Context: an optimization exercise on an open-source flow, tuned for a short achievable clock period and few clock cycles. The choices shown serve that exercise and are no tape-out recipe. At most, simulation tests tie the RTL to the original design; equivalence was not proved. Power figures rest on the tool's default switching activity, not on a simulated workload.

==> module toplevel, before the edit <==
module toplevel(
    input  wire clk,
    input  wire rst,
    output wire [7:0] imem_addr,
    input  wire [7:0] imem_data,
    output wire [7:0] dmem_addr,
    output wire [7:0] dmem_wdata,
    output wire       dmem_we,
    input  wire [7:0] dmem_rdata
);
    reg [7:0] fpc;
    reg [7:0] r0, r1, r2, r3, r4, r5, r6, r7;
    reg [7:0] op_a, op_b;               
    reg [7:0] op_as;                    
    reg [7:0] st_data, st_addr;         
    reg       e_arith, e_sub, e_and, e_or, e_xor, e_load, e_store;
    reg [7:0] e_we;                     
    reg [7:0] w_res;
    reg [7:0] w_we;                     
    wire [7:0] sum   = op_as + op_b;
    wire [7:0] other = ({8{e_and}}  & (op_a & op_b))
                     | ({8{e_or}}   & (op_a | op_b))
                     | ({8{e_xor}}  & (op_a ^ op_b))
                     | ({8{e_load}} & dmem_rdata);
    wire [7:0] res   = e_arith ? (sum ^ {8{e_sub}}) : other;
    assign dmem_addr  = st_addr;
    assign dmem_wdata = st_data;
    assign dmem_we    = e_store;
    wire [7:0] q0 = w_we[0] ? w_res : r0;
    wire [7:0] q1 = w_we[1] ? w_res : r1;
    wire [7:0] q2 = w_we[2] ? w_res : r2;
    wire [7:0] q3 = w_we[3] ? w_res : r3;
    wire [7:0] q4 = w_we[4] ? w_res : r4;
    wire [7:0] q5 = w_we[5] ? w_res : r5;
    wire [7:0] q6 = w_we[6] ? w_res : r6;
    wire [7:0] q7 = w_we[7] ? w_res : r7;
    always @(posedge clk or posedge rst) begin
        if (rst) begin
            r0 <= 8'd0; r1 <= 8'd0; r2 <= 8'd0; r3 <= 8'd0;
            r4 <= 8'd0; r5 <= 8'd0; r6 <= 8'd0; r7 <= 8'd0;
        end else begin
            r0 <= q0; r1 <= q1; r2 <= q2; r3 <= q3;
            r4 <= q4; r5 <= q5; r6 <= q6; r7 <= q7;
        end
    end
    wire [7:0] ins = imem_data;
    wire [2:0] f_op = ins[7:5];
    wire [2:0] f_rd = ins[4:2];
    wire [1:0] f_rs = ins[1:0];
    reg [7:0] rd_val, rs_val;
    reg       hit_a, hit_b;
    always @(*) begin
        case (f_rd)
            3'd0: rd_val = q0;
            3'd1: rd_val = q1;
            3'd2: rd_val = q2;
            3'd3: rd_val = q3;
            3'd4: rd_val = q4;
            3'd5: rd_val = q5;
            3'd6: rd_val = q6;
            default: rd_val = q7;
        endcase
        case (f_rs)
            2'd0: rs_val = q0;
            2'd1: rs_val = q1;
            2'd2: rs_val = q2;
            default: rs_val = q3;
        endcase
        hit_a = e_we[f_rd];
        hit_b = e_we[{1'b0, f_rs}];
    end
    wire f_jmp   = (f_op == 3'b111);
    wire f_store = (f_op == 3'b110);
    wire f_sub   = (f_op == 3'b001);
    wire f_wr    = ~f_jmp & ~f_store;
    wire f_mem   = (f_op == 3'b101) | f_store;
    wire [7:0] a_next = hit_a ? res : rd_val;
    wire [7:0] b_next = hit_b ? res : rs_val;
    always @(posedge clk or posedge rst) begin
        if (rst) begin
            fpc <= 8'd0;
        end else if (f_jmp) begin
            if (!hit_b) fpc <= rs_val;
        end else begin
            fpc <= fpc + 8'd1;
        end
    end
    assign imem_addr = fpc;
    always @(posedge clk) begin
        op_a    <= a_next;
        op_b    <= b_next;
        op_as   <= f_sub ? ~a_next : a_next;
        st_data <= f_store ? a_next : 8'd0;
        st_addr <= f_mem ? b_next : 8'd0;
        w_res   <= res;
    end
    always @(posedge clk or posedge rst) begin
        if (rst) begin
            e_arith <= 1'b0; e_sub <= 1'b0; e_and <= 1'b0; e_or <= 1'b0;
            e_xor <= 1'b0; e_load <= 1'b0; e_store <= 1'b0;
            e_we <= 8'd0; w_we <= 8'd0;
        end else begin
            e_arith <= (f_op == 3'b000) | f_sub;
            e_sub   <= f_sub;
            e_and   <= (f_op == 3'b010);
            e_or    <= (f_op == 3'b011);
            e_xor   <= (f_op == 3'b100);
            e_load  <= (f_op == 3'b101);
            e_store <= f_store;
            e_we    <= f_wr ? (8'd1 << f_rd) : 8'd0;
            w_we    <= e_we;
        end
    end
endmodule
Settings: LEC_CHECK=0, CAP_MARGIN=20, CORE_MARGIN=2, CORE_UTILIZATION=40, SETUP_SLACK_MARGIN=3.5, SLEW_MARGIN=20; clock period 5.0 ns.
standard.sh (not shown) runs the stock make flow with config.mk's settings and CLKGATE_MAP_FILE= SYNTH_SCRIPT=/design/flow/synth_recipe.tcl, a recipe that flattens the netlist after the stock synthesis.
==> flow/flow/run.sh <==
#!/bin/bash
# Standard ORFS layout with two changes: the port buffers are inserted as buf_4
# cells instead of the resizer's default choice (a slow delay buffer), and
# synthesis leaves adders to ABC instead of mapping them to full-adder cells.
set -euo pipefail
bash standard.sh "ADDER_MAP_FILE=" "BUFFER_PORTS_ARGS=-buffer_cell sky130_fd_sc_hd__buf_4" finish > standard.log 2>&1
Next try:
--- a/flow/design.v
+++ b/flow/design.v
@@ -11,18 +11,18 @@
     reg [7:0] fpc;
     reg [7:0] r0, r1, r2, r3, r4, r5, r6, r7;
     reg [7:0] op_a, op_b;               
-    reg [7:0] op_as;                    
     reg [7:0] st_data, st_addr;         
     reg       e_arith, e_sub, e_and, e_or, e_xor, e_load, e_store;
     reg [7:0] e_we;                     
     reg [7:0] w_res;
     reg [7:0] w_we;                     
-    wire [7:0] sum   = op_as + op_b;
+    wire [7:0] sum   = op_a + op_b;
+    wire [7:0] diff  = op_a - op_b;
     wire [7:0] other = ({8{e_and}}  & (op_a & op_b))
                      | ({8{e_or}}   & (op_a | op_b))
                      | ({8{e_xor}}  & (op_a ^ op_b))
                      | ({8{e_load}} & dmem_rdata);
-    wire [7:0] res   = e_arith ? (sum ^ {8{e_sub}}) : other;
+    wire [7:0] res   = ({8{e_arith & ~e_sub}} & sum) | ({8{e_sub}} & diff) | other;
     assign dmem_addr  = st_addr;
     assign dmem_wdata = st_data;
     assign dmem_we    = e_store;
@@ -73,7 +73,6 @@
     wire f_store = (f_op == 3'b110);
     wire f_sub   = (f_op == 3'b001);
     wire f_wr    = ~f_jmp & ~f_store;
-    wire f_mem   = (f_op == 3'b101) | f_store;
     wire [7:0] a_next = hit_a ? res : rd_val;
     wire [7:0] b_next = hit_b ? res : rs_val;
     always @(posedge clk or posedge rst) begin
@@ -89,9 +88,8 @@
     always @(posedge clk) begin
         op_a    <= a_next;
         op_b    <= b_next;
-        op_as   <= f_sub ? ~a_next : a_next;
-        st_data <= f_store ? a_next : 8'd0;
-        st_addr <= f_mem ? b_next : 8'd0;
+        st_data <= a_next;
+        st_addr <= b_next;
         w_res   <= res;
     end
     always @(posedge clk or posedge rst) begin
=> Clock skew stays flat. Wire length goes down by about 9%. Via count goes down by about 2.8%. Maximum frequency goes up by 12%. Critical path depth goes down by 1. Final cell count goes down by about 7.5%. Worst setup slack gets better by 0.24 ns. Hold slack stays flat.
Testbench counts after the change, summed over its fixed seeds: cycles 49,571.
For the first run of this note, only the layout was checked, not whether the RTL still works.


Starting RTL as in the previous note.
// toplevel
module toplevel(
    input  wire clk,
    input  wire rst,
    output wire [7:0] imem_addr,
    input  wire [7:0] imem_data,
    output wire [7:0] dmem_addr,
    output wire [7:0] dmem_wdata,
    output wire       dmem_we,
    input  wire [7:0] dmem_rdata
);
make LEC_CHECK=0 CAP_MARGIN=20 CORE_MARGIN=2 CORE_UTILIZATION=40 SETUP_SLACK_MARGIN=3.5 SLEW_MARGIN=20 finish   # period 5.0 ns
run.sh (not shown) runs the stock make flow with config.mk's settings and CLKGATE_MAP_FILE= SYNTH_SCRIPT=/design/flow/synth_recipe.tcl, a recipe that flattens the netlist after the stock synthesis.
Stock flow here: none of the scripts above is used.
The first run finished clean.
Next try:
--- a/flow/design.v
+++ b/flow/design.v
@@ -16,9 +16,16 @@
     reg       e_arith, e_sub, e_and, e_or, e_xor, e_load, e_store;
     reg [7:0] e_we;                     
     reg [7:0] w_res;
     reg [7:0] w_we;                     
-    wire [7:0] sum   = op_as + op_b;
+    wire [7:0] kg0 = op_as & op_b;
+    wire [7:0] kp0 = op_as ^ op_b;
+    wire [7:0] kg1 = kg0 | (kp0 & {kg0[6:0], 1'b0});
+    wire [7:0] kp1 = kp0 & {kp0[6:0], 1'b0};
+    wire [7:0] kg2 = kg1 | (kp1 & {kg1[5:0], 2'b0});
+    wire [7:0] kp2 = kp1 & {kp1[5:0], 2'b0};
+    wire [7:0] kg3 = kg2 | (kp2 & {kg2[3:0], 4'b0});
+    wire [7:0] sum   = kp0 ^ {kg3[6:0], 1'b0};
     wire [7:0] other = ({8{e_and}}  & (op_a & op_b))
                      | ({8{e_or}}   & (op_a | op_b))
                      | ({8{e_xor}}  & (op_a ^ op_b))
                      | ({8{e_load}} & dmem_rdata);
@@ -73,16 +80,18 @@
     wire f_store = (f_op == 3'b110);
     wire f_sub   = (f_op == 3'b001);
     wire f_wr    = ~f_jmp & ~f_store;
     wire f_mem   = (f_op == 3'b101) | f_store;
-    wire [7:0] a_next = hit_a ? res : rd_val;
-    wire [7:0] b_next = hit_b ? res : rs_val;
+    wire f_rd_use = ~f_op[2] | (f_op == 3'b100) | f_store;    
+    wire stall    = e_arith & ((hit_a & f_rd_use) | hit_b);
+    wire [7:0] a_next = hit_a ? other : rd_val;
+    wire [7:0] b_next = hit_b ? other : rs_val;
     always @(posedge clk or posedge rst) begin
         if (rst) begin
             fpc <= 8'd0;
         end else if (f_jmp) begin
             if (!hit_b) fpc <= rs_val;
-        end else begin
+        end else if (!stall) begin
             fpc <= fpc + 8'd1;
         end
     end
     assign imem_addr = fpc;
@@ -99,16 +108,16 @@
             e_arith <= 1'b0; e_sub <= 1'b0; e_and <= 1'b0; e_or <= 1'b0;
             e_xor <= 1'b0; e_load <= 1'b0; e_store <= 1'b0;
             e_we <= 8'd0; w_we <= 8'd0;
         end else begin
-            e_arith <= (f_op == 3'b000) | f_sub;
+            e_arith <= ~stall & ((f_op == 3'b000) | f_sub);
             e_sub   <= f_sub;
             e_and   <= (f_op == 3'b010);
             e_or    <= (f_op == 3'b011);
             e_xor   <= (f_op == 3'b100);
-            e_load  <= (f_op == 3'b101);
-            e_store <= f_store;
-            e_we    <= f_wr ? (8'd1 << f_rd) : 8'd0;
+            e_load  <= ~stall & (f_op == 3'b101);
+            e_store <= ~stall & f_store;
+            e_we    <= (f_wr & ~stall) ? (8'd1 << f_rd) : 8'd0;
             w_we    <= e_we;
         end
     end
 endmodule
Outcome:
- The changed run produced a clean layout
- core utilization goes down by 1.5 points
- non-clock buffer count goes down by 18
- power goes up by 3.0%
- via count goes up by 12%
- critical path depth does not change
- die area goes up by 6.9%
- routed wire length goes up by 11%
- global-route usage goes up by 1.4 points
- worst hold slack gets worse by 0.018 ns
- area after synthesis goes up by 7.1%
- first-iteration DRC count goes up by 17%
- setup slack gets worse by 0.13 ns
No functional check of the RTL was part of any run of this note.

re-timing with driven ports:
How much do the figures lean on ideal ports? The routed layouts below were timed once more, with nothing changed but the port constraints. Step 1, drivers: a clkbuf_16 drives clk and a buf_2 each remaining input, both assumed. Step 2 times the ports against the registers' clock, not the clock port: input delays grow and output delays shrink by t, the midpoint of the rising clock arrivals with the driver on. Three values: ideal ports, drivers, drivers and shift; two values: the first two.
run | t (ns) | setup slack, ns | slew at the worst register clock pin (ns)
the first run of note 1 | 0.455 | 2.732 / 2.653 / 2.198 | 0.06 / 0.06
the second run of note 1 | 0.448 | 2.977 / 2.891 / 2.443 | 0.05 / 0.05
the first run of note 2 | 0.459 | 2.827 / 2.733 / 2.274 | 0.06 / 0.06
the second run of note 2 | 0.464 | 2.697 / 2.674 / 2.210 | 0.06 / 0.06
After both steps every run listed still meets setup and hold. For the first run of note 2, which loses most, drivers alone change the setup slack by -0.094 ns; drivers and shift together by -0.553 ns.
